Source: an optimization exercise on an open RTL-to-GDS flow (aim: small area and a short achievable clock period). Production flows keep margins and buffers that such runs may drop.
Only simulation tests tie the RTL to the original design; equivalence was not proved.
Power figures rest on the tool's default switching activity, not on a simulated workload.

**flow/run.sh**
```bash
#!/bin/bash
# synth_recipe.tcl (not shown) runs the flow's synth.tcl, then flattens the netlist and writes it again
# the make line also repeats each setting of config.mk as NAME=value (left out here)
make -C /OpenROAD-flow-scripts/flow DESIGN_CONFIG=/design/flow/config.mk WORK_HOME=/design/flow/orfs CLKGATE_MAP_FILE= SYNTH_SCRIPT=/design/flow/synth_recipe.tcl finish
```
**flow/config.mk**
```make
export PLATFORM = sky130hd
export DESIGN_NAME = TOP_mod
export DESIGN_NICKNAME = TOP_mod
export VERILOG_FILES = /design/flow/design.v
export SDC_FILE = /design/flow/constraint.sdc
export NUM_CORES = 4
export LEC_CHECK = 0
export ABC_AREA = 1
export CAP_MARGIN = 40
export CELL_PAD_IN_SITES_DETAIL_PLACEMENT = 1
export CELL_PAD_IN_SITES_GLOBAL_PLACEMENT = 3
export CORE_MARGIN = 2
export CORE_UTILIZATION = 15
export PLACE_DENSITY = 0.3
export SLEW_MARGIN = 40
```
**flow/constraint.sdc**
```tcl
create_clock -name core_clock -period 11.0 [get_ports {clk_i}]
set_input_delay 2.2000 -clock core_clock [delete_from_list [all_inputs] [get_ports {clk_i}]]
set_output_delay 2.2000 -clock core_clock [all_outputs]
set_load 0.01 [all_outputs]
```
**flow/design.v**
```verilog
`timescale 1ns / 1ps
module Pcounter(
    input logic clk,rst,
    input logic StallF,
    input logic PCSrcA_E, PCSrcB_E,
    input logic [31:0]  PCPlus8F,PCTargetA_E,  PCTargetB_E,
    output logic [31:0] PCF 
    );
    logic [31:0] PCFirst;
    logic [1:0] PCSrcE;
    assign PCSrcE = {PCSrcA_E,PCSrcB_E};
    always_comb begin
    	if (PCSrcE == 2'b10) begin PCFirst = PCTargetA_E ; end
        else if  (PCSrcE == 2'b01) begin PCFirst = PCTargetB_E;  end 
    	else begin PCFirst = PCPlus8F; end
	end
    always_ff @(posedge clk or negedge rst) begin
	 if (!rst)   PCF <= 32'd0;
	 else if(StallF && !(PCSrcA_E || PCSrcB_E)) PCF <= PCF;
	 else            PCF <= PCFirst;
	end
endmodule
`timescale 1ns / 1ps
module PcPlus8(
    input logic [31:0] PCF,
    output logic  [31:0] PCPlus8F
    );
    assign PCPlus8F= PCF+8; 
endmodule
`timescale 1ns / 1ps
module FtoD_stage (
	input  logic        clk,
	input  logic        rst,
	input  logic         stallonly,
	input  logic        FlushD, 
    input  logic [31:0] instr1,instr2, PCF, PCPlus8F,
	output logic stallonlyD , 
	output logic [31:0] instr1D, instr2D, PCD ,PCPlus8D
);
	always_ff @(posedge clk or negedge rst) begin
		if (!rst) begin
			instr1D <= 32'd0;
			instr2D <= 32'd0;
			PCD <= 32'd0;
			PCPlus8D <= 32'd0;
			stallonlyD<= 1'b0; 
		end
		else if (FlushD) begin
			instr1D <= 32'd0;
			instr2D <= 32'd0;
		    PCD <= 32'd0;
			PCPlus8D <= 32'd0;
			stallonlyD<= 1'b0;
		end
		else if (stallonly) begin
			instr1D <= instr1D;
			instr2D <= instr2D;
			PCD <= PCD;
			PCPlus8D <= PCPlus8D;
			stallonlyD<= stallonly; 
		end
		else begin
			instr1D <= instr1;
			instr2D <= instr2;
			PCD <= PCF;
			PCPlus8D <= PCPlus8F;
		    stallonlyD<= stallonly; 
		end
	end
endmodule
module instruction_fetch ( 
    input logic stallonlyD, 
    input  logic [31:0] instr1D, instr2D,
    output logic [4:0]  A1, A2, Rs1A_D, Rs2A_D, RdA_D, B1, B2, Rs1B_D, Rs2B_D, RdB_D,
    output logic [24:0] ImmA_D, ImmB_D,
    output logic [6:0]  OPA, OPB,
    output logic [2:0]  funct3A, funct3B,
    output logic        funct7A, funct7B,
    output logic [6:0]  funct77A,funct77B,
    output logic [1:0] order,
    output logic hazard_flag
);
    always_comb begin
    if(!stallonlyD)
    begin
    if (((instr1D[6:0] == 7'b0000011) || (instr1D[6:0] == 7'b0100011)) && ((instr2D[6:0] == 7'b0000011) || (instr2D[6:0]== 7'b0100011)))  
    begin
    hazard_flag<=1'b1; 
    order<= 01;
    B1      <= instr1D [19:15];     
    B2      <= instr1D [24:20];
    Rs1B_D    <= instr1D [19:15];
    Rs2B_D    <= instr1D [24:20];
    RdB_D     <= instr1D [11:7];
    ImmB_D    <= instr1D [31:7];
    OPB      <= instr1D [6:0];
    funct3B  <= instr1D [14:12];
    funct77B <= instr1D [31:25];
    funct7B  <= instr1D [30];
    A1      <= 5'b0;     
    A2      <= 5'b0; 
    Rs1A_D    <= 5'b0; 
    Rs2A_D    <= 5'b0; 
    RdA_D     <= 5'b0; 
    ImmA_D   <=25'b0; 
    OPA      <= 7'b0; 
    funct3A  <= 3'b0; 
    funct77A <= 7'b0; 
    funct7A  <= 1'b0;
    end 
    else if ((instr1D!=0)  &&  (( instr1D [11:7] == instr2D [19:15]) || ( instr1D [11:7] == instr2D [24:20])))  
    begin 
    order<= 01; 
    hazard_flag<=1'b1; 
    B1      <= instr1D [19:15];     
    B2      <= instr1D [24:20];
    Rs1B_D    <= instr1D [19:15];
    Rs2B_D    <= instr1D [24:20];
    RdB_D     <= instr1D [11:7];
    ImmB_D    <= instr1D [31:7];
    OPB      <= instr1D [6:0];
    funct3B  <= instr1D [14:12];
    funct77B <= instr1D [31:25];
    funct7B  <= instr1D [30];
    A1      <= 5'b0;     
    A2      <= 5'b0; 
    Rs1A_D    <= 5'b0; 
    Rs2A_D    <= 5'b0; 
    RdA_D     <= 5'b0; 
    ImmA_D   <=25'b0; 
    OPA      <= 7'b0; 
    funct3A  <= 3'b0; 
    funct77A <= 7'b0; 
    funct7A  <= 1'b0;
    end
    else if ((instr1D[6:0] == 7'b1100011) || (instr1D[6:0] == 7'b1101111))  
    begin 
    hazard_flag=1'b1; 
    order= 01; 
    B1      <= instr1D [19:15];     
    B2      <= instr1D [24:20];
    Rs1B_D    <= instr1D [19:15];
    Rs2B_D    <= instr1D [24:20];
    RdB_D     <= instr1D [11:7];
    ImmB_D    <= instr1D [31:7];
    OPB      <= instr1D [6:0];
    funct3B  <= instr1D [14:12];
    funct77B <= instr1D [31:25];
    funct7B  <= instr1D [30];
    A1      <= 5'b0;     
    A2      <= 5'b0; 
    Rs1A_D    <= 5'b0; 
    Rs2A_D    <= 5'b0; 
    RdA_D     <= 5'b0; 
    ImmA_D   <=25'b0; 
    OPA      <= 7'b0; 
    funct3A  <= 3'b0; 
    funct77A <= 7'b0; 
    funct7A  <= 1'b0;
    end 
    else if ((instr1D[6:0] == 7'b0000011) || (instr1D[6:0] == 7'b0100011))  
    begin 
    order<= 10; 
    hazard_flag=1'b0; 
        B1        <= instr1D [19:15];     
        B2        <= instr1D [24:20];
        Rs1B_D    <= instr1D [19:15];
        Rs2B_D    <= instr1D [24:20];
        RdB_D     <= instr1D [11:7];
        ImmB_D    <= instr1D [31:7];
        OPB       <=  instr1D [6:0];
        funct3B   <=  instr1D [14:12];
        funct77B  <=  instr1D [31:25];
        funct7B   <=  instr1D [30];
        A1        <=   instr2D [19:15];     
        A2        <=   instr2D [24:20];
        Rs1A_D    <= instr2D [19:15];
        Rs2A_D    <= instr2D [24:20];
        RdA_D     <= instr2D [11:7];
        ImmA_D    <= instr2D [31:7];
        OPA      <=  instr2D [6:0];
        funct3A   <=  instr2D [14:12];
        funct77A  <=  instr2D [31:25];
        funct7A   <=  instr2D [30];
    end 
    else 
    begin   
        order<= 00; 
        hazard_flag<=1'b0; 
        A1        <= instr1D [19:15];     
        A2        <= instr1D [24:20];
        Rs1A_D    <= instr1D [19:15];
        Rs2A_D    <= instr1D [24:20];
        RdA_D     <= instr1D [11:7];
        ImmA_D    <= instr1D [31:7];
        OPA       <=  instr1D [6:0];
        funct3A   <=  instr1D [14:12];
        funct77A  <=  instr1D [31:25];
        funct7A   <=  instr1D [30];
        B1        <=   instr2D [19:15];     
        B2        <=   instr2D [24:20];
        Rs1B_D    <= instr2D [19:15];
        Rs2B_D    <= instr2D [24:20];
        RdB_D     <= instr2D [11:7];
        ImmB_D    <= instr2D [31:7];
        OPB       <=  instr2D [6:0];
        funct3B   <=  instr2D [14:12];
        funct77B  <=  instr2D [31:25];
        funct7B   <=  instr2D [30];
    end
    end
    else
    begin 
        hazard_flag<=1'b0; 
        order<= 2'b01; 
        B1      <= instr2D [19:15];     
        B2      <= instr2D [24:20];
        Rs1B_D    <= instr2D [19:15];
        Rs2B_D    <= instr2D [24:20];
        RdB_D     <= instr2D [11:7];
        ImmB_D    <= instr2D [31:7];
        OPB      <= instr2D [6:0];
        funct3B  <= instr2D [14:12];
        funct77B <= instr2D [31:25];
        funct7B  <= instr2D [30];
        A1      <= 5'b0;     
        A2      <= 5'b0; 
        Rs1A_D    <= 5'b0; 
        Rs2A_D    <= 5'b0; 
        RdA_D     <= 5'b0; 
        ImmA_D    <=25'b0; 
        OPA      <= 7'b0; 
        funct3A  <= 3'b0; 
        funct77A <= 7'b0; 
        funct7A  <= 1'b0; 
    end 
   end
endmodule
`timescale 1ns / 1ps
module extendA(
  input  logic [24:0] ImmA,
  input  logic [2:0]  ImmSrcA_D,
  output logic [31:0] ImmExtA_D
);
  always_comb begin
    casex(ImmSrcA_D)
    3'b000:   ImmExtA_D = {{20{ImmA[24]}}, ImmA[24:13]};
    3'b001:   ImmExtA_D = {{20{ImmA[24]}}, ImmA[24:18], ImmA[4:0]};
    3'b010:   ImmExtA_D = {{20{ImmA[24]}}, ImmA[0],  ImmA[23:18], ImmA[4:1], 1'b0};
    3'b011:   ImmExtA_D = {{12{ImmA[24]}}, ImmA[12:5],  ImmA[13], ImmA[23:14], 1'b0};
    3'b100:   ImmExtA_D = {ImmA[24:5],12'b000000000000};
    default: 	ImmExtA_D = 32'd0;  
    endcase
  end
endmodule
module extendB (
  input  logic [24:0] ImmB,
  input  logic [2:0]  ImmSrcB_D,
  output logic [31:0] ImmExtB_D
);
  always_comb begin
    casex(ImmSrcB_D)
    3'b000:   ImmExtB_D = {{20{ImmB[24]}}, ImmB[24:13]};
    3'b001:   ImmExtB_D = {{20{ImmB[24]}}, ImmB[24:18], ImmB[4:0]};
    3'b010:   ImmExtB_D = {{20{ImmB[24]}}, ImmB[0],  ImmB[23:18], ImmB[4:1], 1'b0};
    3'b011:   ImmExtB_D = {{12{ImmB[24]}}, ImmB[12:5],  ImmB[13], ImmB[23:14], 1'b0};
    3'b100:   ImmExtB_D = {ImmB[24:5],12'b000000000000};
    default: 	ImmExtB_D = 32'd0;  
    endcase
  end
endmodule
module register_file (
  input  logic clk, rst, RegWriteA_W,RegWriteB_W,
  input  logic [4:0]  A1, A2, RdA_W, B1,B2, RdB_W,
  input  logic [31:0] ResultA_WH,ResultB_WH,
  output logic [31:0] RDA1, RDA2, RDB1, RDB2
);
logic [31:0] rf[31:0];
    always_comb begin
        RDA1 = (|A1) ? rf[A1] : 32'b0 ;
        RDA2 = (|A2) ? rf[A2] : 32'b0 ;
        RDB1 = (|B1) ? rf[B1] : 32'b0 ;
        RDB2 = (|B2) ? rf[B2] : 32'b0 ;
    end
  integer i;
  always_ff @(negedge clk or negedge rst) begin
     if (!rst) begin
     for(i = 0; i <= 31; i = i + 1)
        rf[i] <= 32'd0;
     end
     else begin
     if (RegWriteA_W) begin
        rf[RdA_W] <= ResultA_WH;
     end
     if (RegWriteB_W) begin
        rf[RdB_W] <= ResultB_WH;
     end
     end
  end
endmodule
module Alu_Decoder(
input  logic funct7A,funct7B,
input  logic [2:0] funct3A, funct3B,
input logic [2:0]  AluOPA,  AluOPB,
output logic [3:0] ALUControlA_D, ALUControlB_D);
logic [3:0] decA, decB;
always_comb begin
  decA = 4'b0000;
  if (AluOPA == 3'b000 || AluOPA == 3'b001) begin
    case (funct3A)
      3'b000: decA = (AluOPA == 3'b000 && funct7A) ? 4'b0001 : 4'b0000;  
      3'b001: decA = 4'b0010;                     
      3'b010: decA = 4'b0011;                     
      3'b011: decA = 4'b0100;                     
      3'b100: decA = 4'b0101;                     
      3'b101: decA = funct7A ? 4'b0111 : 4'b0110;  
      3'b110: decA = 4'b1000;                     
      default: decA = 4'b1001;                    
    endcase
  end
  else if (AluOPA == 3'b011)
    decA = 4'b0001;                               
end
always_comb begin
  decB = 4'b0000;
  if (AluOPB == 3'b000 || AluOPB == 3'b001) begin
    case (funct3B)
      3'b000: decB = (AluOPB == 3'b000 && funct7B) ? 4'b0001 : 4'b0000;  
      3'b001: decB = 4'b0010;                     
      3'b010: decB = 4'b0011;                     
      3'b011: decB = 4'b0100;                     
      3'b100: decB = 4'b0101;                     
      3'b101: decB = funct7B ? 4'b0111 : 4'b0110;  
      3'b110: decB = 4'b1000;                     
      default: decB = 4'b1001;                    
    endcase
  end
  else if (AluOPB == 3'b011)
    decB = 4'b0001;                               
end
assign ALUControlA_D = decA;
assign ALUControlB_D = decB;
endmodule
module controller (
  input logic [1:0] order,
  input  logic       funct7A,funct7B,
  input  logic [6:0] OPA,funct77A,OPB,funct77B,
  input  logic [2:0] funct3A,funct3B,
  output logic [1:0] ResultSrcA_D,ResultSrcB_D,order_D,mem_modeB_D,
  output logic [2:0] ImmSrcA_D, ImmSrcB_D, AluOPA,AluOPB,
  output logic       RegWriteA_D, JumpA_D, BranchA_D, ALUSrcA_D,
  output logic RegWriteB_D, MemWriteB_D, JumpB_D, BranchB_D, ALUSrcB_D);
  parameter Byte = 2'b00;
  parameter HalfWord = 2'b01;
  parameter Word = 2'b10;
  always_comb 
  begin
     order_D<= order; 
     mem_modeB_D <=  2'b00; 
     casex (OPB)
      7'b0000011: begin   
      BranchB_D <= 0;
      ResultSrcB_D <= 2'b01;
      MemWriteB_D <= 0;
      ALUSrcB_D <= 1;
      RegWriteB_D <= 1;
      ImmSrcB_D <= 3'b000;
      JumpB_D <= 0;
      AluOPB=3'b100;
      case (funct3B)
        3'b000: mem_modeB_D <=  2'b00;       
        3'b001: mem_modeB_D <=  HalfWord;   
        3'b010: mem_modeB_D <=  Word;       
      endcase        
      end
      7'b0100011:begin   
      BranchB_D <= 0;
      ResultSrcB_D <= 2'b00;
      MemWriteB_D <= 1;
      ALUSrcB_D <= 1;
      RegWriteB_D <= 0;
      ImmSrcB_D <= 3'b001;
      JumpB_D <= 0;
      AluOPB= 3'b010;
      case (funct3B)
        3'b000: mem_modeB_D <=  2'b00;        
        3'b001: mem_modeB_D <=  HalfWord;    
        3'b010: mem_modeB_D <=  Word;        
      endcase
      end
      7'b0110011:begin   
      BranchB_D <= 0;
      ResultSrcB_D <= 2'b00;
      MemWriteB_D <= 0;
      ALUSrcB_D <= 0;
      RegWriteB_D <= 1;
      ImmSrcB_D <= 3'b000;
      JumpB_D <= 0;
      AluOPB= 3'b000;
      end
      7'b1100011:begin   
      BranchB_D <= 1;
      ResultSrcB_D <= 2'b00;
      MemWriteB_D <= 0;
      ALUSrcB_D <= 0;
      RegWriteB_D <= 0;
      ImmSrcB_D <= 3'b010;
      JumpB_D <= 0;
      AluOPB= 3'b011;
      end
      7'b0010011:begin   
      BranchB_D <= 0;
      ResultSrcB_D <= 2'b00;
      MemWriteB_D <= 0;
      ALUSrcB_D <= 1;
      RegWriteB_D <= 1;
      ImmSrcB_D <= 3'b000;
      JumpB_D <= 0;
      AluOPB= 2'b001;
      end
      7'b1101111:begin  
      BranchB_D <= 0;
      ResultSrcB_D <= 2'b10;
      MemWriteB_D <= 0;
      ALUSrcB_D <= 1'b0;
      RegWriteB_D <= 1;
      ImmSrcB_D <= 3'b011;
      JumpB_D <= 1;
      AluOPB=3'b000;
      end
      default:begin
      BranchB_D <= 0;
      ResultSrcB_D <= 2'b00;
      MemWriteB_D <= 0;
      ALUSrcB_D <= 1'b0;
      RegWriteB_D <= 0;
      ImmSrcB_D <= 3'b000;
      JumpB_D <= 0;       AluOPB=3'b000;
      end
    endcase
    casex (OPA)
      7'b0110011:begin   
      BranchA_D <= 0;
      ResultSrcA_D <= 2'b00;
      ALUSrcA_D <= 0;
      RegWriteA_D <= 1;
      ImmSrcA_D <= 3'b000;
      JumpA_D <= 0;       AluOPA= 3'b000;
      end
      7'b1100011:begin   
      BranchA_D <= 1;
      ResultSrcA_D <= 2'b00;
      ALUSrcA_D <= 0;
      RegWriteA_D <= 0;
      ImmSrcA_D <= 3'b010;
      JumpA_D <= 0;
      AluOPA= 3'b011;
      end
      7'b0010011:begin   
      BranchA_D <= 0;
      ResultSrcA_D <= 2'b00;
      ALUSrcA_D <= 1;
      RegWriteA_D <= 1;
      ImmSrcA_D <= 3'b000;
      JumpA_D <= 0;       AluOPA= 2'b001;
      end
      7'b1101111:begin  
      BranchA_D <= 0;
      ResultSrcA_D <= 2'b10;
      ALUSrcA_D <= 1'b0;
      RegWriteA_D <= 1;
      ImmSrcA_D <= 3'b011;
      JumpA_D <= 1;       AluOPA=3'b000;
      end
      default:begin
      BranchA_D <= 0;
      ResultSrcA_D <= 2'b00;
      ALUSrcA_D <= 1'b0;
      RegWriteA_D <= 0;
      ImmSrcA_D <= 3'b000;
      JumpA_D <= 0;       AluOPA=3'b000;
      end
    endcase
    end 
endmodule  
`timescale 1ns / 1ps
module DtoE_stage(
    input  logic        rst, clk, RegWriteA_D, JumpA_D, BranchA_D ,ALUSrcA_D ,ZeroA_E, FlushE,
    input  logic        RegWriteB_D, MemWriteB_D, JumpB_D, BranchB_D ,ALUSrcB_D ,ZeroB_E,
    input  logic [4:0]  Rs1A_D, RdA_D,  Rs2A_D, Rs1B_D, Rs2B_D,RdB_D,
    input  logic [2:0]  funct3A_D,funct3B_D, 
    input  logic [1:0]  ResultSrcA_D,ResultSrcB_D,order_D,mem_modeB_D,
    input  logic [3:0]  ALUControlA_D, ALUControlB_D,
    input  logic [31:0] PCD, ImmExtA_D,ImmExtB_D, PCPlus8D, RD1A_D, RD2A_D,  RD1B_D,RD2B_D,
    output logic [31:0] PCE, ImmExtA_E, ImmExtB_E, PCPlus8E, RD1A_E, RD2A_E, RD1B_E, RD2B_E,
    output logic [3:0]  ALUControlA_E,ALUControlB_E,
    output logic [1:0]  ResultSrcA_E,ResultSrcB_E, order_E,mem_modeB_E,
    output logic [2:0]  funct3A_E,funct3B_E, 
    output logic [4:0]  RdA_E, Rs1A_E, Rs2A_E, RdB_E, Rs1B_E, Rs2B_E,
    output logic        RegWriteA_E, RegWriteB_E, MemWriteB_E, JumpA_E, JumpB_E, BranchA_E,BranchB_E, ALUSrcA_E, ALUSrcB_E, PCSrcA_E,PCSrcB_E
);
  always_ff @( posedge clk or negedge rst ) begin
    if (!rst) begin
      RegWriteA_E <=  0;            RegWriteB_E <= 0;
      JumpA_E <= 0;                 JumpB_E <= 0;
      BranchA_E <= 0;               BranchB_E <= 0; 
      ALUSrcA_E <= 0;               ALUSrcB_E <= 0;
      ResultSrcA_E <= 2'b00;        ResultSrcB_E <= 2'b00;
      ALUControlA_E <= 4'b0000;    ALUControlA_E <= 4'b0000;
      PCE <= 32'd0;
      ImmExtA_E <= 32'd0;           ImmExtB_E <= 32'd0;
      PCPlus8E <= 32'd0;  
      funct3A_E <= 3'd0;            funct3B_E <= 3'd0;
      order_E<= 2'b0; 
      RD1A_E <= 32'd0;              RD1B_E <= 32'd0;
      RD2A_E <= 32'd0;              RD2B_E <= 32'd0;
      RdA_E <= 5'd0;                RdB_E <= 5'd0;
      Rs1A_E <= 5'd0;               Rs1B_E <= 5'd0;
      Rs2A_E <= 5'd0;               Rs2B_E <= 5'd0;
      mem_modeB_E <= 3'd0;          MemWriteB_E <= 0;
    end
    else if (FlushE) begin
      RegWriteA_E <=  0;            RegWriteB_E <= 0;
      JumpA_E <= 0;                 JumpB_E <= 0;
      BranchA_E <= 0;               BranchB_E <= 0; 
      ALUSrcA_E <= 0;               ALUSrcB_E <= 0;
      ResultSrcA_E <= 2'b00;        ResultSrcB_E <= 2'b00;
      ALUControlA_E <= 4'b0000;    ALUControlA_E <= 4'b0000;
      PCE <= 32'd0;
      ImmExtA_E <= 32'd0;           ImmExtA_E <= 32'd0;
      PCPlus8E <= 32'd0;  
      RD1A_E <= 32'd0;              RD1B_E <= 32'd0;
      RD2A_E <= 32'd0;              RD2B_E <= 32'd0;
      funct3A_E <= 3'd0;            funct3B_E <= 3'd0;
      RdA_E <= 5'd0;                RdB_E <= 5'd0;
      Rs1A_E <= 5'd0;               Rs1B_E <= 5'd0;
      Rs2A_E <= 5'd0;               Rs2B_E <= 5'd0;
      mem_modeB_E <= 3'd0;          MemWriteB_E <= 0;
      order_E<=2'b0;
    end
    else begin
      RegWriteA_E <= RegWriteA_D;         RegWriteB_E <= RegWriteB_D;
      ResultSrcA_E <= ResultSrcA_D;       ResultSrcB_E <= ResultSrcB_D;
      JumpA_E <= JumpA_D;                 JumpB_E <= JumpB_D;
      BranchA_E <= BranchA_D;             BranchB_E <= BranchB_D;
      ALUSrcA_E <= ALUSrcA_D;             ALUSrcB_E <= ALUSrcB_D;
      ALUControlA_E <= ALUControlA_D;      ALUControlB_E <= ALUControlB_D;
      PCE <= PCD;        
      ImmExtA_E <= ImmExtA_D;             ImmExtB_E <= ImmExtB_D;
      PCPlus8E <= PCPlus8D;  
      RD1A_E <= RD1A_D;                    RD1B_E <= RD1B_D;
      RD2A_E <= RD2A_D;                    RD2B_E <= RD2B_D;
      funct3A_E <= funct3A_D;              funct3B_E <= funct3B_D;
      RdA_E <= RdA_D;                      RdB_E <= RdB_D;
      RdA_E <= RdA_D;                      RdB_E <= RdB_D;
      Rs1A_E <= Rs1A_D;                   Rs1B_E <= Rs1B_D;
      Rs2A_E <= Rs2A_D;                   Rs2B_E <= Rs2B_D;
      mem_modeB_E <= mem_modeB_D;  MemWriteB_E <= MemWriteB_D;
      order_E<=order_D;
    end
  end
  always_comb begin
    PCSrcA_E <= (ZeroA_E && BranchA_E) || JumpA_E;
    PCSrcB_E <=(ZeroB_E && BranchB_E) || JumpB_E;
  end
endmodule
module forward_muxA1(
  input  logic [31:0] RDA1_E, ResultA_W, ResultB_W,
  input  logic [1:0]  ForwardA1E,
  output logic [31:0] SrcA1_E
);
always_comb
begin
case (ForwardA1E)
 2'b00: SrcA1_E = RDA1_E;
 2'b01: SrcA1_E = ResultA_W;
 2'b10: SrcA1_E = ResultB_W;
 default: SrcA1_E =RDA1_E;
endcase
end
endmodule
module forward_muxA2 (
  input  logic [31:0] RDA2_E, ResultA_W, ResultB_W,
  input  logic [1:0]       ForwardA2E,
  output logic [31:0] WriteDataA_E
);
always_comb
begin
case (ForwardA2E)
 2'b00: WriteDataA_E = RDA2_E;
 2'b01: WriteDataA_E = ResultA_W;
 2'b10: WriteDataA_E = ResultB_W;
 default: WriteDataA_E = RDA2_E;
endcase
end
endmodule
module mux_aluA2(
  input  logic ALUSrcA_E,
  input  logic [31:0] WriteDataA_E, ImmExtA_E,
  output logic [31:0] SrcA2_E
  );
  assign SrcA2_E = ALUSrcA_E ?  ImmExtA_E: WriteDataA_E;
endmodule
module forward_muxB1(
  input  logic [31:0] RDB1_E, ResultA_W, ResultB_W,
  input  logic [1:0]  ForwardB1E,
  output logic [31:0] SrcB1_E
);
always_comb
begin
case (ForwardB1E)
 2'b00: SrcB1_E = RDB1_E;
 2'b01: SrcB1_E = ResultA_W;
 2'b10: SrcB1_E = ResultB_W;
 default: SrcB1_E =RDB1_E;
endcase
end
endmodule
module forward_muxB2 (
  input  logic [31:0] RDB2_E, ResultA_W, ResultB_W,
  input  logic [1:0]       ForwardB2E,
  output logic [31:0] WriteDataB_E
);
always_comb
begin
case (ForwardB2E)
 2'b00: WriteDataB_E = RDB2_E;
 2'b01: WriteDataB_E = ResultA_W;
 2'b10: WriteDataB_E = ResultB_W;
 default: WriteDataB_E = RDB2_E;
endcase
end
endmodule
module mux_aluB2(
  input  logic ALUSrcB_E,
  input  logic [31:0] WriteDataB_E, ImmExtB_E,
  output logic [31:0] SrcB2_E
  );
  assign SrcB2_E = ALUSrcB_E?  ImmExtB_E:WriteDataB_E;
endmodule
module PCTargetA_E (
  input  logic [31:0] PCE, ImmExtA_E,
  output logic [31:0] PCTargetA_E
);
  assign PCTargetA_E = PCE + ImmExtA_E;
endmodule
module PCTargetB_E (
  input  logic [31:0] PCE, ImmExtB_E,
  output logic [31:0] PCTargetB_E
);
  assign PCTargetB_E = PCE + ImmExtB_E;
endmodule
`timescale 1ns / 1ps
module aluA(
  input  logic [31:0] SrcA1_E,SrcA2_E,
  input  logic [3:0] ALUControlA_E,
  input  logic [2:0] funct3A_E,
  output logic [31:0] ALUResultA_E,
  output logic CarryOutA,
  output logic  ZeroA_E
);
  logic [31:0] ALU_Result;
  logic [32:0] tmp;
  assign ALUResultA_E = ALU_Result;
  assign tmp = {1'b0,SrcA1_E} + {1'b0,SrcA2_E};
  assign CarryOutA = tmp[32];
	always_comb begin
    case(funct3A_E)
    3'b000:  ZeroA_E <=  SrcA1_E == SrcA2_E;  
    3'b001:  ZeroA_E <=  SrcA1_E != SrcA2_E;  
    3'b100:  ZeroA_E <=  $signed(SrcA1_E) <  $signed(SrcA2_E);  
    3'b101:  ZeroA_E <=  $signed(SrcA1_E) >= $signed(SrcA2_E);  
    3'b110:  ZeroA_E <=  SrcA1_E <  SrcA2_E;  
    3'b111:  ZeroA_E <=  SrcA1_E >= SrcA2_E;  
    default: ZeroA_E <= 0;
    endcase
	end
  always_comb begin
    case(ALUControlA_E)
    4'b0000: ALU_Result = SrcA1_E + SrcA2_E ;            
    4'b0001: ALU_Result = SrcA1_E - SrcA2_E ;            
    4'b0010: ALU_Result = SrcA1_E << SrcA2_E[4:0];              
    4'b0011: ALU_Result = ($signed(SrcA1_E) < $signed(SrcA2_E)) ? 1 : 0;   
    4'b0100: ALU_Result =(SrcA1_E < SrcA2_E) ? 1 : 0;   
    4'b0101: ALU_Result = SrcA1_E ^ SrcA2_E;             
    4'b0110: ALU_Result = SrcA1_E >> SrcA2_E[4:0];              
    4'b0111: ALU_Result = $signed(SrcA1_E) >>> SrcA2_E[4:0];           
    4'b1000: ALU_Result = SrcA1_E | SrcA2_E;             
    4'b1001: ALU_Result = SrcA1_E & SrcA2_E;             
    default:  ALU_Result = SrcA1_E + SrcA2_E;
    endcase
  end
endmodule
module aluB(
  input  logic [31:0] SrcB1_E,SrcB2_E,
  input  logic [3:0] ALUControlB_E,
  input  logic [2:0] funct3B_E,
  output logic [31:0] ALUResultB_E,
  output logic CarryOutB,
  output logic  ZeroB_E
);
  logic [31:0] ALU_Result;
  logic [32:0] tmp;
  assign ALUResultB_E = ALU_Result;
  assign tmp = {1'b0,SrcB1_E} + {1'b0,SrcB2_E};
  assign CarryOutB = tmp[32];
	always_comb begin
    case(funct3B_E)
    3'b000:  ZeroB_E <=  SrcB1_E == SrcB2_E;  
    3'b001:  ZeroB_E <=  SrcB1_E != SrcB2_E;  
    3'b100:  ZeroB_E <=  $signed(SrcB1_E) <  $signed(SrcB2_E);  
    3'b101:  ZeroB_E <=  $signed(SrcB1_E) >= $signed(SrcB2_E);  
    3'b110:  ZeroB_E <=  SrcB1_E <  SrcB2_E;  
    3'b111:  ZeroB_E <=  SrcB1_E >= SrcB2_E;  
    default: ZeroB_E <= 0;
    endcase
	end
  always_comb begin
    case(ALUControlB_E)
    4'b0000: ALU_Result = SrcB1_E + SrcB2_E ;            
    4'b0001: ALU_Result = SrcB1_E - SrcB2_E ;            
    4'b0010: ALU_Result = SrcB1_E << SrcB2_E[4:0];              
    4'b0011: ALU_Result = ($signed(SrcB1_E) < $signed(SrcB2_E)) ? 1 : 0;   
    4'b0100: ALU_Result =(SrcB1_E < SrcB2_E) ? 1 : 0;   
    4'b0101: ALU_Result = SrcB1_E ^ SrcB2_E;             
    4'b0110: ALU_Result = SrcB1_E >> SrcB2_E[4:0];              
    4'b0111: ALU_Result = $signed(SrcB1_E) >>> SrcB2_E[4:0];           
    4'b1000: ALU_Result = SrcB1_E | SrcB2_E;             
    4'b1001: ALU_Result = SrcB1_E & SrcB2_E;             
    default:  ALU_Result = SrcB1_E + SrcB2_E;
    endcase
  end
endmodule
`timescale 1ns / 1ps
module data_memory (
  input  logic [1:0]  mem_mode,
  input  logic [31:0] MemData_B,
  output logic [31:0] ReadData_B);
  parameter Byte = 2'b00;
  parameter HalfWord = 2'b01;
  parameter Word = 2'b10;
  always_comb begin
    case (mem_mode)
    Byte:     ReadData_B = {{24{MemData_B[7]}}, MemData_B[7:0]};
    HalfWord: ReadData_B = {{16{MemData_B[15]}}, MemData_B[15:0]};
    default:  ReadData_B = MemData_B;
    endcase
  end
endmodule
`timescale 1ns / 1ps
module EtoW_stage(
input logic clk,rst,RegWriteA_E, RegWriteB_E,
input logic [1:0] ResultSrcA_E,ResultSrcB_E,order_E,
input logic [31:0] ALUResultA_E, ALUResultB_E, ReadDataB_E, PCPlus8E,
input logic [4:0] RdA_E,RdB_E,
output logic [4:0] RdA_W, RdB_W,
output logic [31:0] ALUResultA_W, ALUResultB_W,ReadDataB_W, PCPlus8W,
output logic [1:0] ResultSrcA_W,ResultSrcB_W,order_W,
output logic RegWriteA_W,RegWriteB_W);
always_ff @( posedge clk or negedge rst) begin
    if(!rst) begin
      ALUResultA_W <= 32'd0; ALUResultB_W <= 32'd0;
      ReadDataB_W <= 32'd0;
      PCPlus8W <= 32'd0;
      RdA_W <= 5'd0;  RdB_W<= 5'd0; 
      ResultSrcA_W <= 2'd0; ResultSrcB_W <= 2'd0;
      RegWriteA_W <= 0; RegWriteB_W <= 0;
      order_W<=2'b0;
    end else begin
      ALUResultA_W <= ALUResultA_E; ALUResultB_W <= ALUResultB_E;
      ReadDataB_W <= ReadDataB_E;
      PCPlus8W <= PCPlus8E;
      RdA_W <= RdA_E;  RdB_W<=RdB_E; 
      ResultSrcA_W <=ResultSrcA_E; ResultSrcB_W <= ResultSrcB_E;
      RegWriteA_W <= RegWriteA_E; RegWriteB_W <= RegWriteB_E;
      order_W<=order_E;
    end
  end
endmodule
`timescale 1ns / 1ps
module mux_resultA(
  input  logic [31:0] ALUResultA_W, PCPlus8W,
  input  logic [1:0]       ResultSrcA_W,
  output logic [31:0] ResultA_W
  );
always_comb begin
  case(ResultSrcA_W)
  2'b00:  ResultA_W =ALUResultA_W;
  2'b10:  ResultA_W =PCPlus8W;
  default: ResultA_W = ALUResultA_W;
endcase
end
endmodule
module mux_resultB (
  input  logic [31:0] ALUResultB_W, ReadDataB_W, PCPlus8W,
  input  logic [1:0]       ResultSrcB_W,
  output logic [31:0] ResultB_W
  );
always_comb begin
  case(ResultSrcB_W)
  2'b00:  ResultB_W =ALUResultB_W;
  2'b01:  ResultB_W =ReadDataB_W;
  2'b10:  ResultB_W =PCPlus8W;
  default: ResultB_W = ReadDataB_W;
endcase
end
endmodule
module hazard_unit (
input logic [31:0] ResultA_W, ResultB_W,
input logic [1:0]  order_W,
input logic hazard_flag,  PCSrcA_E, PCSrcB_E,RegWriteA_W, RegWriteB_W, 
input logic [4:0]  RdA_E, Rs1A_E, Rs2A_E, RdB_E, Rs1B_E, Rs2B_E,RdA_W,RdB_W,
output logic [1:0] ForwardA1E,ForwardA2E, ForwardB1E,ForwardB2E,
output logic       StallF,stallonly, FlushE, FlushD,
output logic [31:0] ResultA_WH, ResultB_WH
);
  logic lwStall;
  always_comb begin
    if (RegWriteA_W==RegWriteB_W && RdA_W==RdB_W)
    begin
        if (order_W==2'b10)
        begin
        ResultA_WH<=ResultA_W;
        ResultB_WH<=ResultA_W;
        end
        else
        begin
        ResultA_WH<=ResultB_W;
        ResultB_WH<=ResultB_W;
        end
    end
    else
    begin
        ResultA_WH<=ResultA_W;
        ResultB_WH<=ResultB_W; 
    end
    end 
    always_comb begin 
    if (((Rs1A_E == RdA_W) && RegWriteA_W) && (Rs1A_E != 0) ) begin
      ForwardA1E <= 2'b01;
    end
    else if (((Rs1A_E == RdB_W) && RegWriteB_W) && (Rs1A_E != 0) ) begin
      ForwardA1E <= 2'b10;
    end
    else 
    begin
      ForwardA1E <= 2'b00;
    end 
    if (((Rs2A_E == RdA_W) && RegWriteA_W) && (Rs2A_E != 0) ) begin
      ForwardA2E <= 2'b01;
    end
    else if (((Rs2A_E == RdB_W) && RegWriteB_W) && (Rs2A_E != 0) ) begin
      ForwardA2E <= 2'b10;
    end
    else 
    begin
      ForwardA2E <= 2'b00;
    end
    if (((Rs1B_E == RdA_W) && RegWriteA_W) && (Rs1B_E != 0) )  begin
      ForwardB1E <= 2'b01;
    end
    else if (((Rs1B_E == RdB_W) && RegWriteB_W) && (Rs1B_E != 0) ) begin
      ForwardB1E <= 2'b10;
    end
    else 
    begin
      ForwardB1E <= 2'b00;
    end
    if (((Rs2B_E == RdA_W) && RegWriteA_W) && (Rs2B_E != 0) ) begin
      ForwardB2E <= 2'b01;
    end
    else if (((Rs2B_E == RdB_W) && RegWriteB_W) && (Rs2B_E != 0) ) 
    begin
      ForwardB2E <= 2'b10;
    end
    else begin 
        ForwardB2E <= 2'b00;
    end
  end
  always_comb begin
    if (hazard_flag) begin
      stallonly <= 1'b1;
      StallF<=1'b1; 
    end
    else 
    begin 
    stallonly <= 1'b0;
    StallF<=1'b0; 
    end
    FlushE <= (PCSrcA_E ||PCSrcB_E);
    FlushD <= (PCSrcA_E ||PCSrcB_E);
  end
endmodule
`timescale 1ns / 1ps
module TOP_mod
(
 input  logic        clk_i, rst_ni,
 output logic [31:0] imem_addr_o,
 input  logic [31:0] imem_instr1_i, imem_instr2_i,
 output logic        dmem_we_o,
 output logic [1:0]  dmem_size_o,
 output logic [31:0] dmem_addr_o, dmem_wdata_o,
 input  logic [31:0] dmem_rdata_i,
 output logic        wbA_en_o, wbB_en_o,
 output logic [4:0]  wbA_rd_o, wbB_rd_o,
 output logic [31:0] wbA_data_o, wbB_data_o
);
logic   hazard_flag, funct7A, funct7B,PCSrcA_E,PCSrcB_E,  StallF,
stallonly,stallonlyD,FlushD,RegWriteA_W,RegWriteB_W,RegWriteA_D, JumpA_D, 
 BranchA_D, ALUSrcA_D,RegWriteB_D, MemWriteB_D, JumpB_D, BranchB_D, ALUSrcB_D ,
   ZeroA_E, FlushE,ZeroB_E, CarryOutA,  CarryOutB, RegWriteA_E, RegWriteB_E, MemWriteB_E, JumpA_E, 
   JumpB_E, BranchA_E,BranchB_E, ALUSrcA_E, ALUSrcB_E;
logic [1:0]  ResultSrcA_D,ResultSrcB_D,ResultSrcA_E,ResultSrcB_E,ResultSrcA_W,ResultSrcB_W,
ForwardA1E, ForwardA2E, ForwardB1E, ForwardB2E,order,order_D, order_E,order_W,mem_modeB_D,mem_modeB_E;
logic [2:0] funct3A, funct3B,funct3A_E,funct3B_E,ImmSrcA_D,ImmSrcB_D, AluOPA, AluOPB;
logic [3:0]  ALUControlA_D, ALUControlB_D,  ALUControlA_E,ALUControlB_E; 
logic [4:0]  A1, A2, Rs1A_D, Rs2A_D,Rs1A_E, Rs2A_E, RdA_D,RdA_E, RdA_W, B1, B2, Rs1B_D, Rs2B_D,Rs1B_E, Rs2B_E, RdB_D, RdB_E, RdB_W  ;  
logic [6:0]  OPA, OPB,funct77A,funct77B;
logic [24:0] ImmA,ImmB;
logic [31:0] instr1, instr2, instr1D, instr2D,PCF,PCD,PCPlus8D,PCTargetA_E, PCTargetB_E, PCPlus8F,ImmExtA_D,
ImmExtB_D, RDA1, RDA2, RDB1, RDB2, ResultA_W,ResultB_W, ImmExtA_E, ImmExtB_E, PCE,PCPlus8E,PCPlus8W, 
RD1A_E, RD2A_E, RD1B_E, RD2B_E, RD1E,ResultA_WH, ResultB_WH,
RD2E,  SrcA1_E,  SrcA2_E,  SrcB1_E,SrcB2_E,   SrcAE,SrcBE,WriteDataA_E,WriteDataB_E, ALUResult,WriteDataM,
PCPlus4M,ReadDataB_E,ReadDataB_W,ALUResultW,ReadDataW,PCPlus4W,ALUResultA_E, ALUResultB_E,ALUResultA_W, ALUResultB_W;
  Pcounter prog_c (.clk(clk_i), .rst(rst_ni), .StallF(StallF), .PCSrcA_E(PCSrcA_E),  .PCSrcB_E(PCSrcB_E),
    .PCPlus8F(PCPlus8F) , .PCTargetB_E(PCTargetB_E), .PCTargetA_E(PCTargetA_E), .PCF(PCF));
  assign imem_addr_o = PCF;
  assign instr1 = imem_instr1_i;
  assign instr2 = imem_instr2_i;  
  PcPlus8 pc_plus8  (.PCF(PCF),.PCPlus8F(PCPlus8F));
  FtoD_stage FtoD(.clk(clk_i), .rst(rst_ni),.stallonly(stallonly),
  .FlushD(FlushD),.instr1(instr1), .instr2(instr2),.PCF(PCF),.PCPlus8F(PCPlus8F),
  .stallonlyD(stallonlyD),.instr1D(instr1D), 
  .instr2D(instr2D), .PCD(PCD) ,.PCPlus8D(PCPlus8D) );
  instruction_fetch instruction_fetch(.stallonlyD(stallonlyD),.instr1D(instr1D), .instr2D(instr2D), .A1(A1), .A2(A2), .Rs1A_D(Rs1A_D), .Rs2A_D(Rs2A_D), 
  .RdA_D(RdA_D), .B1(B1), .B2(B2), .Rs1B_D(Rs1B_D), .Rs2B_D(Rs2B_D),.RdB_D(RdB_D),.ImmA_D(ImmA), .ImmB_D(ImmB),.OPA(OPA), .OPB(OPB),.funct3A(funct3A),
   .funct3B(funct3B),.funct7A(funct7A), .funct7B(funct7B),.funct77A(funct77A),.funct77B(funct77B),.order(order),.hazard_flag(hazard_flag));
  extendA ext_A(.ImmA(ImmA), .ImmSrcA_D(ImmSrcA_D),.ImmExtA_D(ImmExtA_D)); 
  extendB ext_B(.ImmB(ImmB), .ImmSrcB_D(ImmSrcB_D),.ImmExtB_D(ImmExtB_D));  
  register_file reg_file(.clk(clk_i), .rst(rst_ni),.RegWriteA_W(RegWriteA_W),.RegWriteB_W(RegWriteB_W),
   .A1(A1), .A2(A2), .RdA_W(RdA_W), .B1(B1),.B2(B2), .RdB_W(RdB_W),.ResultA_WH(ResultA_WH),
   .ResultB_WH(ResultB_WH),.RDA1(RDA1), .RDA2(RDA2), .RDB1(RDB1), .RDB2(RDB2)); 
  controller cont(.OPA(OPA), .OPB(OPB),.funct3A(funct3A), .funct3B(funct3B),.AluOPA(AluOPA),.AluOPB(AluOPB),
   .funct7A(funct7A), .funct7B(funct7B),.funct77A(funct77A),.funct77B(funct77B),.order(order),.order_D(order_D),.ImmSrcA_D(ImmSrcA_D),
   .ImmSrcB_D(ImmSrcB_D), .mem_modeB_D(mem_modeB_D),.RegWriteA_D(RegWriteA_D), .JumpA_D(JumpA_D), .BranchA_D(BranchA_D), .ResultSrcA_D(ResultSrcA_D),.ResultSrcB_D(ResultSrcB_D),
   .ALUSrcA_D(ALUSrcA_D),.RegWriteB_D(RegWriteB_D), .MemWriteB_D(MemWriteB_D), .JumpB_D(JumpB_D), .BranchB_D(BranchB_D), .ALUSrcB_D(ALUSrcB_D));
  Alu_Decoder alu_dec(.funct3A(funct3A), .funct3B(funct3B),.AluOPA(AluOPA),.AluOPB(AluOPB),.funct7A(funct7A), .funct7B(funct7B),.ALUControlA_D(ALUControlA_D), 
   .ALUControlB_D(ALUControlB_D)); 
 DtoE_stage dtoe(.clk(clk_i), .rst(rst_ni),.order_D(order_D),
   .mem_modeB_D(mem_modeB_D),.RegWriteA_D(RegWriteA_D), .JumpA_D(JumpA_D),
   .BranchA_D(BranchA_D), .ALUSrcA_D(ALUSrcA_D),.RegWriteB_D(RegWriteB_D),
   .MemWriteB_D(MemWriteB_D), .JumpB_D(JumpB_D), .BranchB_D(BranchB_D), 
   .ALUSrcB_D(ALUSrcB_D),.ZeroA_E(ZeroA_E), .FlushE(FlushE),.ZeroB_E(ZeroB_E),.RD1A_D(RDA1), 
   .RD2A_D(RDA2), .RD1B_D(RDB1), .RD2B_D(RDB2), .Rs1A_D(Rs1A_D), .Rs2A_D(Rs2A_D), .RdA_D(RdA_D),
   .RdA_E(RdA_E), .RdB_E(RdB_E),
   .Rs1B_D(Rs1B_D), .Rs2B_D(Rs2B_D),.RdB_D(RdB_D),.funct3A_D(funct3A), .funct3B_D(funct3B), .funct3A_E(funct3A_E), .funct3B_E(funct3B_E),
   .ResultSrcA_D(ResultSrcA_D),.ResultSrcB_D(ResultSrcB_D),.ResultSrcA_E(ResultSrcA_E),.ResultSrcB_E(ResultSrcB_E),
   .ALUControlA_D(ALUControlA_D), .ALUControlA_E(ALUControlA_E),.ALUControlB_E(ALUControlB_E),
   .ALUControlB_D(ALUControlB_D),.PCD(PCD),.ImmExtA_D(ImmExtA_D) ,.ImmExtB_D(ImmExtB_D),
   .ImmExtA_E(ImmExtA_E) ,.ImmExtB_E(ImmExtB_E),.PCE(PCE),.PCPlus8E(PCPlus8E),
   .PCPlus8D(PCPlus8D),  .mem_modeB_E(mem_modeB_E),
   .RegWriteA_E(RegWriteA_E), .RegWriteB_E(RegWriteB_E), .MemWriteB_E(MemWriteB_E), .JumpA_E(JumpA_E), .JumpB_E(JumpB_E), 
   .BranchA_E(BranchA_E),.BranchB_E(BranchB_E), 
   .ALUSrcA_E(ALUSrcA_E), .ALUSrcB_E(ALUSrcB_E), .PCSrcA_E(PCSrcA_E),.PCSrcB_E(PCSrcB_E),
   .RD1A_E(RD1A_E), .RD2A_E(RD2A_E), .RD1B_E(RD1B_E), .RD2B_E(RD2B_E),.Rs1A_E(Rs1A_E), .Rs2A_E(Rs2A_E), .Rs1B_E(Rs1B_E), .Rs2B_E(Rs2B_E),.order_E(order_E)
     ); 
forward_muxA1 f_mA1(.RDA1_E(RD1A_E),.ResultA_W(ResultA_W), .ResultB_W(ResultB_W),.ForwardA1E(ForwardA1E),.SrcA1_E(SrcA1_E));
forward_muxA2   f_mA2(.RDA2_E(RD2A_E),.ResultA_W(ResultA_W), .ResultB_W(ResultB_W),.ForwardA2E(ForwardA2E),.WriteDataA_E(WriteDataA_E));
mux_aluA2 m_aluA2(.ALUSrcA_E(ALUSrcA_E),.WriteDataA_E(WriteDataA_E),.ImmExtA_E(ImmExtA_E),.SrcA2_E(SrcA2_E)); 
PCTargetA_E pc_targetA_E(.PCE(PCE), .ImmExtA_E(ImmExtA_E),.PCTargetA_E(PCTargetA_E));
aluA aluA(.SrcA1_E(SrcA1_E),.SrcA2_E(SrcA2_E),.ALUControlA_E(ALUControlA_E),.funct3A_E(funct3A_E), .ALUResultA_E(ALUResultA_E),
 .CarryOutA(CarryOutA),.ZeroA_E(ZeroA_E));
forward_muxB1 f_mB1(.RDB1_E(RD1B_E),.ResultA_W(ResultA_W), .ResultB_W(ResultB_W),.ForwardB1E(ForwardB1E),.SrcB1_E(SrcB1_E));
forward_muxB2   f_mB2(.RDB2_E(RD2B_E),.ResultA_W(ResultA_W), .ResultB_W(ResultB_W),.ForwardB2E(ForwardB2E),.WriteDataB_E(WriteDataB_E));
mux_aluB2 m_aluB2(.ALUSrcB_E(ALUSrcB_E),.WriteDataB_E(WriteDataB_E),
 .ImmExtB_E(ImmExtB_E),.SrcB2_E(SrcB2_E)); 
PCTargetB_E pc_targetB_E(.PCE(PCE), .ImmExtB_E(ImmExtB_E),.PCTargetB_E(PCTargetB_E));
aluB aluB (.SrcB1_E(SrcB1_E),.SrcB2_E(SrcB2_E),.ALUControlB_E(ALUControlB_E),.funct3B_E(funct3B_E), .ALUResultB_E(ALUResultB_E),.CarryOutB(CarryOutB),
 .ZeroB_E(ZeroB_E));
data_memory data_mem(.mem_mode(mem_modeB_E),.MemData_B(dmem_rdata_i),.ReadData_B(ReadDataB_E));
assign dmem_we_o    = MemWriteB_E;
assign dmem_size_o  = mem_modeB_E;
assign dmem_addr_o  = ALUResultB_E;
assign dmem_wdata_o = WriteDataB_E;
EtoW_stage etow(.clk(clk_i), .rst(rst_ni),.RegWriteA_E(RegWriteA_E), .RegWriteB_E(RegWriteB_E),
.ResultSrcA_E(ResultSrcA_E),.ResultSrcB_E(ResultSrcB_E),.ALUResultA_E(ALUResultA_E),
.ALUResultB_E(ALUResultB_E),.ReadDataB_E(ReadDataB_E),.PCPlus8E(PCPlus8E),.PCPlus8W(PCPlus8W),
.RdA_E(RdA_E),.RdB_E(RdB_E), .RdA_W(RdA_W), .RdB_W(RdB_W),.ALUResultA_W(ALUResultA_W), 
.ALUResultB_W(ALUResultB_W),.ReadDataB_W(ReadDataB_W),
.ResultSrcA_W(ResultSrcA_W),.ResultSrcB_W(ResultSrcB_W),.RegWriteA_W(RegWriteA_W),.RegWriteB_W(RegWriteB_W),.order_E(order_E),.order_W(order_W)); 
mux_resultA mux_rA(.ALUResultA_W(ALUResultA_W),.PCPlus8W(PCPlus8W),.ResultSrcA_W(ResultSrcA_W),.ResultA_W(ResultA_W));
mux_resultB mux_rB(.ALUResultB_W(ALUResultB_W),.ReadDataB_W(ReadDataB_W),.PCPlus8W(PCPlus8W),.ResultSrcB_W(ResultSrcB_W),.ResultB_W(ResultB_W));
hazard_unit hu (.ResultA_W(ResultA_W),.ResultB_W(ResultB_W),.hazard_flag(hazard_flag),
.PCSrcA_E(PCSrcA_E),.PCSrcB_E(PCSrcB_E),.RegWriteA_W(RegWriteA_W),.RegWriteB_W(RegWriteB_W),
.RdA_E(RdA_E),.RdB_E(RdB_E),.Rs1A_E(Rs1A_E),.Rs2A_E(Rs2A_E),.Rs1B_E(Rs1B_E), .Rs2B_E(Rs2B_E),
.RdA_W(RdA_W), .RdB_W(RdB_W),.ForwardA1E(ForwardA1E),.ForwardA2E(ForwardA2E),.ForwardB1E(ForwardB1E),
.ForwardB2E(ForwardB2E),.order_W(order_W),.StallF(StallF),.stallonly(stallonly),
.FlushE(FlushE),.FlushD(FlushD),.ResultA_WH(ResultA_WH),.ResultB_WH(ResultB_WH)); 
assign wbA_en_o   = RegWriteA_W;
assign wbA_rd_o   = RdA_W;
assign wbA_data_o = ResultA_WH;
assign wbB_en_o   = RegWriteB_W;
assign wbB_rd_o   = RdB_W;
assign wbB_data_o = ResultB_WH;
endmodule
```
==> results.txt <==
## routing by layer
| layer | share of wire | up-vias | global-route usage |
|---|---|---|---|
| met3 | 0.070 | 1777 | 0.05966 |
| met1 | 0.47 | 90651 | 0.5305 |
| met4 | 0.051 | 40 | 0.1644 |
| li1 | - | 67881 | - |
| met2 | 0.41 | 9420 | 0.5218 |
| met5 | 0.00017 | - | 0 |
## final timing paths
path	startpoint	to	slack [ns]	cells after the start
worst max-delay path	etow.RdB_W[2]	dmem_addr_o[31]	0.41	31
worst min-delay path	dtoe.PCPlus8E[26]	etow.PCPlus8W[26]	0.33	0
worst min register to register	dtoe.PCPlus8E[26]	etow.PCPlus8W[26]	0.33	0
worst max register to register	etow.RdA_W[2]	reg_file.rf[6][3]	1.13	11
max in group asynchronous	rst_ni	reg_file.rf[3][16]	3.10	3
min in group asynchronous	rst_ni	dtoe.RD1B_E[30]	1.46	2
## power by group through the flow
stage,Clock (mW),Combinational [mW],Sequential (mW)
after floorplan,0,14.3,9.51
after global placement,0,37.9,12.0
after detailed placement,0,38.1,12.0
after CTS,9.61,38.2,11.9
after global routing,9.73,39.6,12.1
final,9.40,39.3,12.0
## flip-flops by register name, summed over array words and instances, names as in the netlist, 32 cells and up
register	count
FtoD.PCD	32
FtoD.instr1D	32
FtoD.instr2D	32
dtoe.PCE	32
dtoe.RD1A_E	32
dtoe.RD1B_E	32
dtoe.RD2A_E	32
dtoe.RD2B_E	32
etow.ALUResultA_W	32
etow.ALUResultB_W	32
etow.PCPlus8W	32
etow.ReadDataB_W	32
prog_c.PCF	32
reg_file.rf	992
## cell type report
| type | instances | area (um2) | area share |
|---|---|---|---|
| clock inverters | 103 | 1271 | 0.008022 |
| diodes | 573 | 1434 | 0.009049 |
| inverters | 1331 | 5199 | 0.03281 |
| repair buffers | 1349 | 12560 | 0.07928 |
| multi-input cells | 15455 | 76700 | 0.4841 |
| clock buffers | 372 | 7714 | 0.04868 |
| flip-flops and latches | 1584 | 39660 | 0.2503 |
| well taps | 11121 | 13910 | 0.08781 |
## worst max-delay path: cells and delay by family, from the launching register on
family | cells | cell delay (ns)
AND/OR/NAND/NOR | 17 | 3.04
adder cells (fa/ha/maj) | 1 | 0.54
flip-flops | 1 | 0.65
buffers and inverters | 8 | 1.95
AO/OA/AOI/OAI | 5 | 1.17
## repair_timing
action	in CTS	in global routing
endpoints found under the setup margin	2	6
buffers inserted	0	0
gates resized for setup	1	3
## kinds of logic (layout without fill, tap and decap cells)
logic type                 after synthesis  in the layout  synth area share
DFF                                   1584           1584            0.3163
adders and majority gates              263            263           0.02661
buffers and inverters                 2812           3155           0.09000
other                                    0            573                 0
and+or+nand+nor                      10969          10969            0.3739
AOI/OAI and AO/OA                     4083           4083            0.1834
xor gates and xnor gates               140            140          0.009780
## synthesized netlist by cell type, types with 21 or more instances
| master | n | area, um2 |
|---|---|---|
| o21a_1 | 31 | 232.7 |
| nand4_1 | 548 | 3428 |
| o21ai_1 | 104 | 520.5 |
| nand3b_1 | 45 | 337.8 |
| a211oi_1 | 32 | 240.2 |
| inv_2 | 40 | 150.1 |
| or2_2 | 27 | 168.9 |
| inv_1 | 1260 | 4730 |
| nand3_1 | 2692 | 13470 |
| o211ai_1 | 122 | 915.9 |
| nor3_2 | 21 | 210.2 |
| nor4_1 | 23 | 143.9 |
| dfrtp_1 | 588 | 14710 |
| buf_4 | 37 | 277.8 |
| o22ai_1 | 500 | 3128 |
| nor3_1 | 89 | 445.4 |
| o221ai_1 | 71 | 621.9 |
| clkinv_1 | 30 | 112.6 |
| xor2_1 | 99 | 867.1 |
| nand2_1 | 5102 | 19150 |
| o21bai_1 | 26 | 195.2 |
| dfrtn_1 | 992 | 24820 |
| nor2_1 | 2328 | 8738 |
| a21oi_1 | 1058 | 5295 |
| ha_1 | 257 | 3216 |
| a22oi_1 | 282 | 2117 |
| clkbuf_1 | 940 | 3528 |
| buf_2 | 437 | 2187 |
| buf_1 | 60 | 225.2 |
| o21ai_0 | 1724 | 8628 |
| a31oi_1 | 28 | 175.2 |
| xnor2_1 | 41 | 359.1 |
| nor2_2 | 32 | 200.2 |
## per-stage QoR
| stage | cell area [um2] | setup WS (ns) | instances | total power [mW] | hold WS [ns] |
|---|---|---|---|---|---|
| 3_5_place_dp | 147700 | 1.005 | 30830 | 50.08 | 0.3363 |
| 4_1_cts | 156700 | 0.1461 | 31305 | 59.72 | 0.3310 |
| 6_report | 158500 | 0.4052 | 31888 | 60.71 | 0.3335 |
| 2_1_floorplan | 125400 | 2.788 | 19851 | 23.82 | 0.3312 |
| 3_3_place_gp | 146400 | 0.5781 | 30790 | 49.92 | 0.3350 |
| 5_1_grt | 157900 | 0.05096 | 31644 | 61.41 | 0.3350 |
==> results_tabular.tex <==
\begin{tabular}{lr}
\hline
Metric & Value \\
\hline
\multicolumn{2}{l}{\textbf{Power}} \\
\quad Power density over the cells & 383.1 mW/mm2 \\
\quad Proportion of power drawn by combinational gates & 0.648 \\
\quad Internal cell power & $\sim$21 mW \\
\quad Clock power frac & 0.155 \\
\quad Switching power share of the total & 0.6580 \\
\quad Net switching component of the power & roughly 40 mW \\
\quad Reg power frac & 0.197 \\
\quad Static leakage & around 70 nW \\
\quad Worst vdd ir & roughly 230 uV \\
\multicolumn{2}{l}{\textbf{Synthesis}} \\
\quad Average size of a mapped cell & 6.316 um2 \\
\quad Synthesis Warnings & 21 \\
\quad Number of enable-type register cells in the synthesized netlist & 4 \\
\quad Sequential element share of the synthesized area & 0.3163 \\
\quad Flip-flop and latch count after synthesis & between 1500 and 2000 \\
\quad Netlist area before placement & $\sim$0.13 mm2 \\
\quad Share of flip-flops with an asynchronous set or reset & 0.9975 \\
\quad Dominant register cell in the synthesized netlist & dfrtn\_1 \\
\quad Count of different cell masters after synthesis & between 60 and 70 \\
\quad Gate count of the mapped netlist & about 20000 \\
\quad Nets in the synthesized netlist & 20212 \\
\multicolumn{2}{l}{\textbf{STA}} \\
\quad \# setup viols final & 0 \\
\quad Worst slew pin tran & $\sim$1.1 ns \\
\quad Final worst clock skew & between 0.1 and 0.15 ns \\
\quad Final number of max-transition violations & 0 \\
\quad Final hold viol count & 0 \\
\quad Maximum frequency from static timing analysis & around 0.094 GHz \\
\quad Setup TNS & 0 ns \\
\quad Headroom to the max-slew limit & 0.2903 \\
\quad Minimum clock period & around 11 ns \\
\quad Unrepaired setup endpoints after global routing & no \\
\quad Final clock period utilization by the worst path & 0.9632 \\
\multicolumn{2}{l}{\textbf{Setup path}} \\
\quad Critical Path Most Common Cell & nand2\_1 \\
\quad Crit path capture type & primary output \\
\quad Critical path startpoint category & flop \\
\quad Delay of the slowest critical-path stage & around 0.69 ns \\
\quad CP Max Fanout & 13 \\
\quad Worst endpoint data arrival time & around 8.4 ns \\
\quad CP Data Required Time & around 9 ns \\
\quad Cell at the slowest stage of the critical path & clkdlybuf4s50\_1 \\
\quad Category of the critical setup timing path & reg -> out \\
\multicolumn{2}{l}{\textbf{Placement}} \\
\quad Sum of net half-perimeters after detailed placement & approximately 1200000 um \\
\quad Final GP Congestion & between 0.9 and 1 \\
\quad Count of buffers from port buffering & approximately 270 \\
\multicolumn{2}{l}{\textbf{Route}} \\
\quad Drt first pass iters & 5 \\
\quad Average wire length per cell after detail routing & 50.30 um \\
\quad Antenna violation net count after detailed routing & 0 \\
\quad Total number of vias & 169769 \\
\quad Iteration-0 DRC Markers & approximately 23000 \\
\quad DRC viols & 0 \\
\quad Post-detailed-routing wire length & around 1600000 um \\
\quad Via density & approximately 5.3 \\
\multicolumn{2}{l}{\textbf{GRT}} \\
\quad Pin count of the biggest net entering global routing & around 140 \\
\quad Number of antenna violations at the first check in global routing & between 400 and 500 \\
\quad Remaining global-route overflow & 0 \\
\quad Global-route usage over all layers & 0.3644 \\
\quad Wire length of the first global-routing pass & 1987000 um \\
\quad Number of global-route vias before repair & 160987 \\
\multicolumn{2}{l}{\textbf{CTS}} \\
\quad H-tree Lvls & 5 \\
\quad Clock sinks & 1584 \\
\quad Cts-stage hold buffer count & 0 \\
\quad Reg clk slew, reported paths & around 0.050 ns \\
\quad Clock tree from TritonCTS & built \\
\quad Maximum buffer depth of the clock tree & 4 \\
\quad Insertion delay to the later sink of the worst-skew pair & roughly 1.1 ns \\
\quad Root cell of the clock tree & clkbuf\_16 \\
\quad CTS Buf Count & between 200 and 300 \\
\multicolumn{2}{l}{\textbf{Floorplan}} \\
\quad Number of rows in the core area & 335 \\
\quad Vert. Die Dim & about 920 um \\
\quad Effective utilization at floorplan & 0.1506 \\
\quad Area of the die & between 0.8 and 0.9 mm2 \\
\quad Top Ports & 273 \\
\quad Core Region & around 0.83 mm2 \\
\quad Die width & 918.2 um \\
\multicolumn{2}{l}{\textbf{Layout}} \\
\quad Core occupancy in the finished layout & 0.1904 \\
\quad Final Net Count & between 20000 and 25000 \\
\quad Top library cells by usage in the layout, fill and taps aside & nand2\_1, nand3\_1, nor2\_1 \\
\quad Number of inserted filler cells in the final layout & between 100k and 150k \\
\quad Most common cell after layout, fill and taps aside & nand2\_1 \\
\quad Area growth from synthesis to final layout & 26.39\% \\
\quad Share of layout cells above drive strength 1 & 0.1033 \\
\multicolumn{2}{l}{\textbf{Outcome}} \\
\quad Result of the run & no timing/DRC/antenna violations \\
\multicolumn{2}{l}{\textbf{Job}} \\
\quad Max-cap viol count & 0 \\
\multicolumn{2}{l}{\textbf{Worst hold path}} \\
\quad Classification of the worst-slack hold path & reg -> reg \\
\hline
\end{tabular}
